This design comes from an exercise in tuning for small area, a short achievable clock period and few clock cycles on the open sky130 flow, not from production work.
RTL that was checked went through simulation tests only; none was proved equivalent to the original.
Power and IR drop assume default switching activity.

==> flow/design.v <==
module circle_control(input logic clk, input logic rst_n, input logic [2:0] colour,
                      input logic [7:0] centre_x, input logic [6:0] centre_y, input logic [7:0] diameter,
                      input logic start, output logic done,
                      output logic [7:0] vga_x, output logic [6:0] vga_y,
                      output logic [2:0] vga_colour, output logic vga_plot);
     function automatic logic [9:0] fadd(input logic [9:0] x, input logic [9:0] y, input logic c);
          logic [9:0] p, g, gg, pp;
          p = x ^ y;
          g = x & y;
          g[0] = g[0] | (p[0] & c);
          pp = p;
          for (int l = 0; l < 4; l++) begin
               for (int i = 9; i >= 0; i--) begin
                    if (((i >> l) & 1) == 1) begin
                         g[i]  = g[i] | (pp[i] & g[((i >> l) << l) - 1]);
                         pp[i] = pp[i] & pp[((i >> l) << l) - 1];
                    end
               end
          end
          fadd[0] = p[0] ^ c;
          for (int i = 1; i < 10; i++) fadd[i] = p[i] ^ g[i - 1];
     endfunction
     function automatic logic fcmp(input logic [7:0] x, input logic [7:0] y, input logic c);
          logic [9:0] s;
          s = fadd({2'b00, x}, {2'b00, ~y}, c);
          fcmp = s[8];
     endfunction
     function automatic logic [18:0] fadd19(input logic [18:0] x, input logic [18:0] y);
          logic [18:0] p, g, pp;
          p = x ^ y;
          g = x & y;
          pp = p;
          for (int l = 0; l < 5; l++) begin
               for (int i = 18; i >= 0; i--) begin
                    if (((i >> l) & 1) == 1) begin
                         g[i]  = g[i] | (pp[i] & g[((i >> l) << l) - 1]);
                         pp[i] = pp[i] & pp[((i >> l) << l) - 1];
                    end
               end
          end
          fadd19[0] = p[0];
          for (int i = 1; i < 19; i++) fadd19[i] = p[i] ^ g[i - 1];
     endfunction
     function automatic logic [37:0] csa19(input logic [18:0] x, input logic [18:0] y, input logic [18:0] z);
          logic [18:0] sm, cy;
          sm = x ^ y ^ z;
          cy = ((x & y) | (x & z) | (y & z)) << 1;
          csa19 = {cy, sm};
     endfunction
     logic start_r, start_rr;
     logic [7:0] d_r, cx_r;
     always_ff @(posedge clk) begin
          start_r    <= start;
          start_rr   <= start_r;
          d_r        <= diameter;
          cx_r       <= centre_x;
          vga_colour <= colour;
     end
     logic [18:0] dz, m6, m3;
     logic [18:0] s296;
     assign dz   = {11'd0, d_r};
     assign s296 = (dz << 8) + (dz << 5) + (dz << 3);
     assign m6   = s296 + dz + 19'd510;
     assign m3   = (s296 << 2) + dz + 19'd1019;
     logic [6:0] dh_c;                                
     assign dh_c = d_r[7:1] + {6'd0, d_r[0]};
     logic [9:0] x1_c, x2_c;
     assign x1_c = fadd({2'b00, cx_r}, {3'b000, dh_c}, 1'b0);
     assign x2_c = fadd({2'b00, cx_r}, ~{3'b000, dh_c}, 1'b1);
     logic [6:0] k6;
     logic [7:0] k3;
     logic [6:0] dh;       
     assign dh = dh_c;
     logic       d0;       
     logic       d1;       
     logic [8:0] x1;       
     logic [7:0] x2;       
     logic       en2;      
     always_ff @(posedge clk) begin
          k6  <= m6[16:10];
          k3  <= m3[18:11];
          d0  <= (d_r == 8'd0);
          d1  <= (d_r == 8'd1);
          x1  <= x1_c[8:0];
          x2  <= x2_c[7:0];
          en2 <= !x2_c[9] && (cx_r != 8'd0);
     end
     logic [9:0] y1_c, y3_c;
     assign y1_c = fadd({3'b000, centre_y}, {3'b000, k6}, 1'b0);
     assign y3_c = fadd({3'b000, centre_y}, ~{2'b00, k3}, 1'b1);
     logic [7:0] y1;       
     logic [6:0] y3;       
     logic       en3;      
     always_ff @(posedge clk) begin
          y1  <= y1_c[7:0];
          y3  <= y3_c[6:0];
          en3 <= !y3_c[9];
     end
     logic [7:0] ox;
     logic [8:0] oy;
     logic       cdec;
     logic [9:0] crit;      
     logic [8:0] dd;        
     logic [9:0] cx10, y110, y310;
     assign cx10 = {2'b00, cx_r};
     assign y110 = {2'b00, y1};
     assign y310 = {3'b000, y3};
     logic [9:0] ox10, oy10;
     assign ox10 = {2'b00, ox};
     assign oy10 = {oy[8], oy};
     logic [9:0] xa1, xb1, xa2, xb2, x3a, x3b, ya, yb, y3x;
     assign xa1 = fadd({1'b0, x1}, ~ox10, 1'b1);
     assign xb1 = fadd({1'b0, x1}, ~oy10, 1'b0);
     assign xa2 = fadd({2'b00, x2}, ox10, 1'b0);
     assign xb2 = fadd({2'b00, x2}, oy10, 1'b1);
     assign x3a = fadd(d0 ? y110 : cx10, oy10, 1'b1);        
     assign x3b = fadd(cx10, ~oy10, 1'b0);
     assign ya  = fadd(y110, ~oy10, 1'b0);
     assign yb  = fadd(y110, ~ox10, 1'b1);
     assign y3x = fadd(y310, ox10, 1'b0);
     function automatic logic in159(input logic [9:0] v);    
          in159 = !v[9] && (v[8:0] != 9'd0) && (v[8:0] <= 9'd159);
     endfunction
     function automatic logic in119(input logic [9:0] v);    
          in119 = !v[9] && (v[8:0] != 9'd0) && (v[8:0] <= 9'd119);
     endfunction
     logic eq, ax, oxgt, oygt, oyge, oxk;
     assign eq   = (dd == 9'd0);
     assign ax   = (oy == 9'h1ff);
     assign oxgt = !(d1 || (d0 && ax));
     logic [9:0] ot;                                  
     assign ot   = fadd(oy10, ~{3'b000, dh}, 1'b1);
     assign oygt = !ot[9];                            
     assign oyge = !ot[9] || (ot == 10'h3ff);         
     logic [9:0] ks, kc, kd;
     assign ks   = y310 ^ ox10 ^ ~y110;
     assign kc   = ((y310 & ox10) | (y310 & ~y110) | (ox10 & ~y110)) << 1;
     assign kd   = fadd(ks, kc, 1'b0);
     assign oxk  = !kd[9];
     logic ya_ok, yb_ok, y3x_ok;
     assign ya_ok  = in119(ya);
     assign yb_ok  = in119(yb);
     assign y3x_ok = en3 && (y3x <= 10'd99) && oxk;
     logic [6:0] cand;
     assign cand[0] = in159(xa1) && oxgt && ya_ok;
     assign cand[1] = in159(xb1) && oygt && yb_ok && !eq;
     assign cand[2] = en2 && (xa2 <= 10'd159) && ya_ok && !(eq && !ax);
     assign cand[3] = en2 && (xb2 <= 10'd159) && oyge && yb_ok && !ax;
     assign cand[4] = (x3a <= 10'd159) && (x3a != 10'd0) && y3x_ok;
     assign cand[5] = in159(x3b) && y3x_ok && !ax;
     assign cand[6] = d0 && !ax && !xa1[9] && (xa1 != 10'd0) && (x3a <= 10'd99);
     logic cpos, lval;
     assign cpos = !crit[9];
     assign lval = dd[8] || eq;                       
     logic [9:0] c1, c2;
     logic [9:0] c1s, c1c;                                                  
     assign c1s = crit ^ {oy, 1'b1} ^ 10'd2;
     assign c1c = ((crit & {oy, 1'b1}) | (crit & 10'd2) | ({oy, 1'b1} & 10'd2)) << 1;
     assign c1  = fadd(c1s, c1c, 1'b0);
     assign c2 = fadd(crit, {dd, 1'b1}, 1'b0);                             
     logic [6:0] cr;        
     logic busy;
     logic [6:0] sel;       
     assign sel = cr & ~{cr[5:0] | {cr[4:0], 1'b0} | {cr[3:0], 2'b0} | {cr[2:0], 3'b0} |
                         {cr[1:0], 4'b0} | {cr[0], 5'b0}, 1'b0};
     logic adv;
     assign adv = ((cr & ~sel) == 7'd0);
     logic [7:0] xbase, xoff, ybase, yoff;
     logic xs, ys, uox;
     assign uox   = sel[0] | sel[2] | sel[6];           
     assign xs    = sel[0] | sel[1] | sel[5] | sel[6];
     assign ys    = sel[0] | sel[1] | sel[2] | sel[3];
     assign xbase = ({8{sel[0] | sel[1]}} & x1[7:0]) | ({8{sel[2] | sel[3]}} & x2) |
                    ({8{sel[4] | sel[5] | sel[6]}} & cx_r);
     assign ybase = ys ? y1 : {1'b0, y3};
     assign xoff  = uox ? ox : oy[7:0];
     assign yoff  = uox ? oy[7:0] : ox;
     logic [9:0] pxs, pys;
     assign pxs = fadd({2'b00, xbase ^ {8{xs}}}, {2'b00, xoff}, uox && cdec);
     assign pys = fadd({2'b00, ybase ^ {8{ys}}}, {2'b00, yoff}, !uox && cdec);
     always_ff @(posedge clk) begin
          if (!start_r) begin
               ox   <= d_r;
               oy   <= 9'h1ff;
               cdec <= 1'b0;
               crit <= 10'd0 - {2'b00, d_r};
               dd   <= 9'd0 - {1'b0, d_r};
          end else if (!start_rr || (busy && adv && lval)) begin
               ox   <= cpos ? ox - 8'd1 : ox;
               oy   <= oy + 9'd1;
               cdec <= cpos;
               crit <= cpos ? c2 : c1;
               dd   <= (d0 && ax) ? 9'h102 : dd + (cpos ? 9'd2 : 9'd1);
          end
          if (!start_rr) begin
               cr   <= cand;
               busy <= 1'b1;
          end else if (busy) begin
               if (adv) begin
                    cr   <= cand;
                    busy <= lval;
               end else begin
                    cr <= cr & ~sel;
               end
          end
          vga_x    <= pxs[7:0] ^ {8{xs}};
          vga_y    <= pys[6:0] ^ {7{ys}};
          vga_plot <= rst_n && start && start_rr && busy && (cr != 7'd0);
          if (!rst_n || !start) done <= 1'b0;
          else if (start_rr && busy && adv && !lval) done <= 1'b1;
     end
endmodule
module reuleaux(input logic clk, input logic rst_n, input logic [2:0] colour,
                input logic [7:0] centre_x, input logic [6:0] centre_y, input logic [7:0] diameter,
                input logic start, output logic done,
                output logic [7:0] vga_x, output logic [6:0] vga_y,
                output logic [2:0] vga_colour, output logic vga_plot);
     circle_control u_ctl(.clk(clk), .rst_n(rst_n), .colour(colour), .centre_x(centre_x),
                          .centre_y(centre_y), .diameter(diameter), .start(start), .done(done),
                          .vga_x(vga_x), .vga_y(vga_y), .vga_colour(vga_colour), .vga_plot(vga_plot));
endmodule
clock: 10.0 ns
lec_check: 0
abc_area: 1
cap_margin: 20
core_margin: 2
core_utilization: 40
slew_margin: 20
standard.sh (not shown) runs the stock make flow with config.mk's settings and CLKGATE_MAP_FILE= SYNTH_SCRIPT=/design/flow/synth_recipe.tcl, a recipe that flattens the netlist after the stock synthesis.
==> flow/flow/run.sh <==
#!/bin/bash
set -euo pipefail
bash standard.sh finish SETUP_SLACK_MARGIN=6.8 > standard_flow.log 2>&1
Then changed:
--- a/flow/design.v
+++ b/flow/design.v
@@ -95,28 +95,26 @@
           y1  <= y1_c[7:0];
           y3  <= y3_c[6:0];
           en3 <= !y3_c[9];
      end
-     logic [7:0] ox;
-     logic [8:0] oy;
-     logic       cdec;
+     logic [7:0] ox, oy;
      logic [9:0] crit;      
      logic [8:0] dd;        
      logic [9:0] cx10, y110, y310;
      assign cx10 = {2'b00, cx_r};
      assign y110 = {2'b00, y1};
      assign y310 = {3'b000, y3};
      logic [9:0] ox10, oy10;
      assign ox10 = {2'b00, ox};
-     assign oy10 = {oy[8], oy};
+     assign oy10 = {2'b00, oy};
      logic [9:0] xa1, xb1, xa2, xb2, x3a, x3b, ya, yb, y3x;
      assign xa1 = fadd({1'b0, x1}, ~ox10, 1'b1);
-     assign xb1 = fadd({1'b0, x1}, ~oy10, 1'b0);
+     assign xb1 = fadd({1'b0, x1}, ~oy10, 1'b1);
      assign xa2 = fadd({2'b00, x2}, ox10, 1'b0);
-     assign xb2 = fadd({2'b00, x2}, oy10, 1'b1);
-     assign x3a = fadd(d0 ? y110 : cx10, oy10, 1'b1);        
-     assign x3b = fadd(cx10, ~oy10, 1'b0);
-     assign ya  = fadd(y110, ~oy10, 1'b0);
+     assign xb2 = fadd({2'b00, x2}, oy10, 1'b0);
+     assign x3a = fadd(d0 ? y110 : cx10, oy10, 1'b0);        
+     assign x3b = fadd(cx10, ~oy10, 1'b1);
+     assign ya  = fadd(y110, ~oy10, 1'b1);
      assign yb  = fadd(y110, ~ox10, 1'b1);
      assign y3x = fadd(y310, ox10, 1'b0);
      function automatic logic in159(input logic [9:0] v);    
           in159 = !v[9] && (v[8:0] != 9'd0) && (v[8:0] <= 9'd159);
@@ -125,14 +123,12 @@
           in119 = !v[9] && (v[8:0] != 9'd0) && (v[8:0] <= 9'd119);
      endfunction
      logic eq, ax, oxgt, oygt, oyge, oxk;
      assign eq   = (dd == 9'd0);
-     assign ax   = (oy == 9'h1ff);
+     assign ax   = (oy == 8'd0);
      assign oxgt = !(d1 || (d0 && ax));
-     logic [9:0] ot;                                  
-     assign ot   = fadd(oy10, ~{3'b000, dh}, 1'b1);
-     assign oygt = !ot[9];                            
-     assign oyge = !ot[9] || (ot == 10'h3ff);         
+     assign oygt = fcmp(oy, {1'b0, dh}, 1'b0);
+     assign oyge = fcmp(oy, {1'b0, dh}, 1'b1);
      logic [9:0] ks, kc, kd;
      assign ks   = y310 ^ ox10 ^ ~y110;
      assign kc   = ((y310 & ox10) | (y310 & ~y110) | (ox10 & ~y110)) << 1;
      assign kd   = fadd(ks, kc, 1'b0);
@@ -152,14 +148,12 @@
      logic cpos, lval;
      assign cpos = !crit[9];
      assign lval = dd[8] || eq;                       
      logic [9:0] c1, c2;
-     logic [9:0] c1s, c1c;                                                  
-     assign c1s = crit ^ {oy, 1'b1} ^ 10'd2;
-     assign c1c = ((crit & {oy, 1'b1}) | (crit & 10'd2) | ({oy, 1'b1} & 10'd2)) << 1;
-     assign c1  = fadd(c1s, c1c, 1'b0);
+     assign c1 = fadd(crit, {1'b0, oy, 1'b1}, 1'b0);                        
      assign c2 = fadd(crit, {dd, 1'b1}, 1'b0);                             
      logic [6:0] cr;        
+     logic [7:0] oxc, oyc;
      logic busy;
      logic [6:0] sel;       
      assign sel = cr & ~{cr[5:0] | {cr[4:0], 1'b0} | {cr[3:0], 2'b0} | {cr[2:0], 3'b0} |
                          {cr[1:0], 4'b0} | {cr[0], 5'b0}, 1'b0};
@@ -172,33 +166,35 @@
      assign ys    = sel[0] | sel[1] | sel[2] | sel[3];
      assign xbase = ({8{sel[0] | sel[1]}} & x1[7:0]) | ({8{sel[2] | sel[3]}} & x2) |
                     ({8{sel[4] | sel[5] | sel[6]}} & cx_r);
      assign ybase = ys ? y1 : {1'b0, y3};
-     assign xoff  = uox ? ox : oy[7:0];
-     assign yoff  = uox ? oy[7:0] : ox;
+     assign xoff  = uox ? oxc : oyc;
+     assign yoff  = uox ? oyc : oxc;
      logic [9:0] pxs, pys;
-     assign pxs = fadd({2'b00, xbase ^ {8{xs}}}, {2'b00, xoff}, uox && cdec);
-     assign pys = fadd({2'b00, ybase ^ {8{ys}}}, {2'b00, yoff}, !uox && cdec);
+     assign pxs = fadd({2'b00, xbase ^ {8{xs}}}, {2'b00, xoff}, 1'b0);
+     assign pys = fadd({2'b00, ybase ^ {8{ys}}}, {2'b00, yoff}, 1'b0);
      always_ff @(posedge clk) begin
           if (!start_r) begin
                ox   <= d_r;
-               oy   <= 9'h1ff;
-               cdec <= 1'b0;
+               oy   <= 8'd0;
                crit <= 10'd0 - {2'b00, d_r};
                dd   <= 9'd0 - {1'b0, d_r};
           end else if (!start_rr || (busy && adv && lval)) begin
                ox   <= cpos ? ox - 8'd1 : ox;
-               oy   <= oy + 9'd1;
-               cdec <= cpos;
+               oy   <= oy + 8'd1;
                crit <= cpos ? c2 : c1;
                dd   <= (d0 && ax) ? 9'h102 : dd + (cpos ? 9'd2 : 9'd1);
           end
           if (!start_rr) begin
                cr   <= cand;
+               oxc  <= ox;
+               oyc  <= oy;
                busy <= 1'b1;
           end else if (busy) begin
                if (adv) begin
                     cr   <= cand;
+                    oxc  <= ox;
+                    oyc  <= oy;
                     busy <= lval;
                end else begin
                     cr <= cr & ~sel;
                end
Final area went down by 4.3%.
First-iteration DRC count shrinks by 9.2%.
Sequential power falls by about 9%.
Sequential share of layout area went up by 3.8 points.
Worst setup slack gets better by 54 ps.
Total power is lower by 38%.
Synthesized cell count falls by 0.54%.
Routed wire length falls by 5.9%.
Global-route usage decreases by 1.2 points.
Flip-flop and latch count rose by 14.
Core utilization shrinks by 3.5 points.
Final cell count goes down by 1.9%.
Clock power barely changes.
Count of clock-buffer cells in the layout came out lower by 1.
Testbench counts after the change, summed over its fixed seeds: cycles 17,484.
For the first run of this note, only the layout was checked, not whether the RTL still works.

// reuleaux: RTL as listed in full above, without the edits since
clock: 10.0 ns
lec_check: 0
cap_margin: 20
core_margin: 2
core_utilization: 40
slew_margin: 20
Scripts as last shown in full above: flow/flow/run.sh
Change:
--- a/flow/design.v
+++ b/flow/design.v
@@ -94,46 +94,42 @@
      always_ff @(posedge clk) begin
           y1  <= y1_c[7:0];
           y3  <= y3_c[6:0];
           en3 <= !y3_c[9];
      end
-     logic [7:0] ox;
-     logic [8:0] oy;
-     logic       cdec;
+     logic [7:0] ox, oy;
      logic [9:0] crit;      
      logic [8:0] dd;        
      logic [9:0] cx10, y110, y310;
      assign cx10 = {2'b00, cx_r};
      assign y110 = {2'b00, y1};
      assign y310 = {3'b000, y3};
      logic [9:0] ox10, oy10;
      assign ox10 = {2'b00, ox};
-     assign oy10 = {oy[8], oy};
+     assign oy10 = {2'b00, oy};
      logic [9:0] xa1, xb1, xa2, xb2, x3a, x3b, ya, yb, y3x;
      assign xa1 = fadd({1'b0, x1}, ~ox10, 1'b1);
-     assign xb1 = fadd({1'b0, x1}, ~oy10, 1'b0);
+     assign xb1 = fadd({1'b0, x1}, ~oy10, 1'b1);
      assign xa2 = fadd({2'b00, x2}, ox10, 1'b0);
-     assign xb2 = fadd({2'b00, x2}, oy10, 1'b1);
-     assign x3a = fadd(d0 ? y110 : cx10, oy10, 1'b1);        
-     assign x3b = fadd(cx10, ~oy10, 1'b0);
-     assign ya  = fadd(y110, ~oy10, 1'b0);
+     assign xb2 = fadd({2'b00, x2}, oy10, 1'b0);
+     assign x3a = fadd(d0 ? y110 : cx10, oy10, 1'b0);        
+     assign x3b = fadd(cx10, ~oy10, 1'b1);
+     assign ya  = fadd(y110, ~oy10, 1'b1);
      assign yb  = fadd(y110, ~ox10, 1'b1);
      assign y3x = fadd(y310, ox10, 1'b0);
      function automatic logic in159(input logic [9:0] v);    
           in159 = !v[9] && (v[8:0] != 9'd0) && (v[8:0] <= 9'd159);
      endfunction
      function automatic logic in119(input logic [9:0] v);    
           in119 = !v[9] && (v[8:0] != 9'd0) && (v[8:0] <= 9'd119);
      endfunction
      logic eq, ax, oxgt, oygt, oyge, oxk;
      assign eq   = (dd == 9'd0);
-     assign ax   = (oy == 9'h1ff);
+     assign ax   = (oy == 8'd0);
      assign oxgt = !(d1 || (d0 && ax));
-     logic [9:0] ot;                                  
-     assign ot   = fadd(oy10, ~{3'b000, dh}, 1'b1);
-     assign oygt = !ot[9];                            
-     assign oyge = !ot[9] || (ot == 10'h3ff);         
+     assign oygt = fcmp(oy, {1'b0, dh}, 1'b0);
+     assign oyge = fcmp(oy, {1'b0, dh}, 1'b1);
      logic [9:0] ks, kc, kd;
      assign ks   = y310 ^ ox10 ^ ~y110;
      assign kc   = ((y310 & ox10) | (y310 & ~y110) | (ox10 & ~y110)) << 1;
      assign kd   = fadd(ks, kc, 1'b0);
      assign oxk  = !kd[9];
@@ -151,16 +147,14 @@
      assign cand[6] = d0 && !ax && !xa1[9] && (xa1 != 10'd0) && (x3a <= 10'd99);
      logic cpos, lval;
      assign cpos = !crit[9];
      assign lval = dd[8] || eq;                       
      logic [9:0] c1, c2;
-     logic [9:0] c1s, c1c;                                                  
-     assign c1s = crit ^ {oy, 1'b1} ^ 10'd2;
-     assign c1c = ((crit & {oy, 1'b1}) | (crit & 10'd2) | ({oy, 1'b1} & 10'd2)) << 1;
-     assign c1  = fadd(c1s, c1c, 1'b0);
+     assign c1 = fadd(crit, {1'b0, oy, 1'b1}, 1'b0);                        
      assign c2 = fadd(crit, {dd, 1'b1}, 1'b0);                             
      logic [6:0] cr;        
+     logic [7:0] oxc, oyc;
      logic busy;
      logic [6:0] sel;       
      assign sel = cr & ~{cr[5:0] | {cr[4:0], 1'b0} | {cr[3:0], 2'b0} | {cr[2:0], 3'b0} |
                          {cr[1:0], 4'b0} | {cr[0], 5'b0}, 1'b0};
      logic adv;
@@ -171,35 +165,37 @@
      assign xs    = sel[0] | sel[1] | sel[5] | sel[6];
      assign ys    = sel[0] | sel[1] | sel[2] | sel[3];
      assign xbase = ({8{sel[0] | sel[1]}} & x1[7:0]) | ({8{sel[2] | sel[3]}} & x2) |
                     ({8{sel[4] | sel[5] | sel[6]}} & cx_r);
      assign ybase = ys ? y1 : {1'b0, y3};
-     assign xoff  = uox ? ox : oy[7:0];
-     assign yoff  = uox ? oy[7:0] : ox;
+     assign xoff  = uox ? oxc : oyc;
+     assign yoff  = uox ? oyc : oxc;
      logic [9:0] pxs, pys;
-     assign pxs = fadd({2'b00, xbase ^ {8{xs}}}, {2'b00, xoff}, uox && cdec);
-     assign pys = fadd({2'b00, ybase ^ {8{ys}}}, {2'b00, yoff}, !uox && cdec);
+     assign pxs = fadd({2'b00, xbase ^ {8{xs}}}, {2'b00, xoff}, 1'b0);
+     assign pys = fadd({2'b00, ybase ^ {8{ys}}}, {2'b00, yoff}, 1'b0);
      always_ff @(posedge clk) begin
           if (!start_r) begin
                ox   <= d_r;
-               oy   <= 9'h1ff;
-               cdec <= 1'b0;
+               oy   <= 8'd0;
                crit <= 10'd0 - {2'b00, d_r};
                dd   <= 9'd0 - {1'b0, d_r};
           end else if (!start_rr || (busy && adv && lval)) begin
                ox   <= cpos ? ox - 8'd1 : ox;
-               oy   <= oy + 9'd1;
-               cdec <= cpos;
+               oy   <= oy + 8'd1;
                crit <= cpos ? c2 : c1;
                dd   <= (d0 && ax) ? 9'h102 : dd + (cpos ? 9'd2 : 9'd1);
           end
           if (!start_rr) begin
                cr   <= cand;
+               oxc  <= ox;
+               oyc  <= oy;
                busy <= 1'b1;
           end else if (busy) begin
                if (adv) begin
                     cr   <= cand;
+                    oxc  <= ox;
+                    oyc  <= oy;
                     busy <= lval;
                end else begin
                     cr <= cr & ~sel;
                end
           end
After rerunning: Critical path depth fell by 5. Hold slack got worse by 0.026 ns. Setup slack improved by 0.33 ns. Clock skew is about the same. Sequential power fell by about 5%. Power fell by 29%. Die area hardly moves. Global-route usage fell by 2.4 points.
Testbench counts after the change, summed over its fixed seeds: cycles 17,484.
No functional check of the RTL was part of the first run of this note.

static timing again, ports no longer ideal:
In the flow no input, the clock included, has a driving cell. The finished layouts below were timed again as built, in two steps.
Step 1, drivers: a clkbuf_16 drives clk and a buf_2 each remaining input, both assumed.
Step 2 moves the port delays by t, midway between the first and last clock arrival at a register: inputs arrive t later, outputs are due t later. That takes back most of the time a late clock gives input paths.
a / b / c = no drivers / after step 1 / after step 2; a / b = the first two.
run | t (ns) | setup slack, ns | latest minus earliest clock arrival (ns) | slew at the worst register clock pin (ns) | cell pins on the clock port's net
the first run of note 1 | 0.481 | 6.844 / 6.844 / 6.394 | 0.014 / 0.014 | 0.07 / 0.07 | 1
the second run of note 1 | 0.480 | 6.897 / 6.921 / 6.441 | 0.014 / 0.014 | 0.07 / 0.07 | 1
the first run of note 2 | 0.487 | 6.503 / 6.503 / 6.296 | 0.013 / 0.012 | 0.07 / 0.07 | 1
the second run of note 2 | 0.478 | 6.833 / 6.832 / 6.354 | 0.011 / 0.011 | 0.07 / 0.07 | 1
After both steps every run listed still meets setup and hold. For the second run of note 2, which loses most, drivers alone change the setup slack by -0.001 ns; drivers and shift together by -0.479 ns.
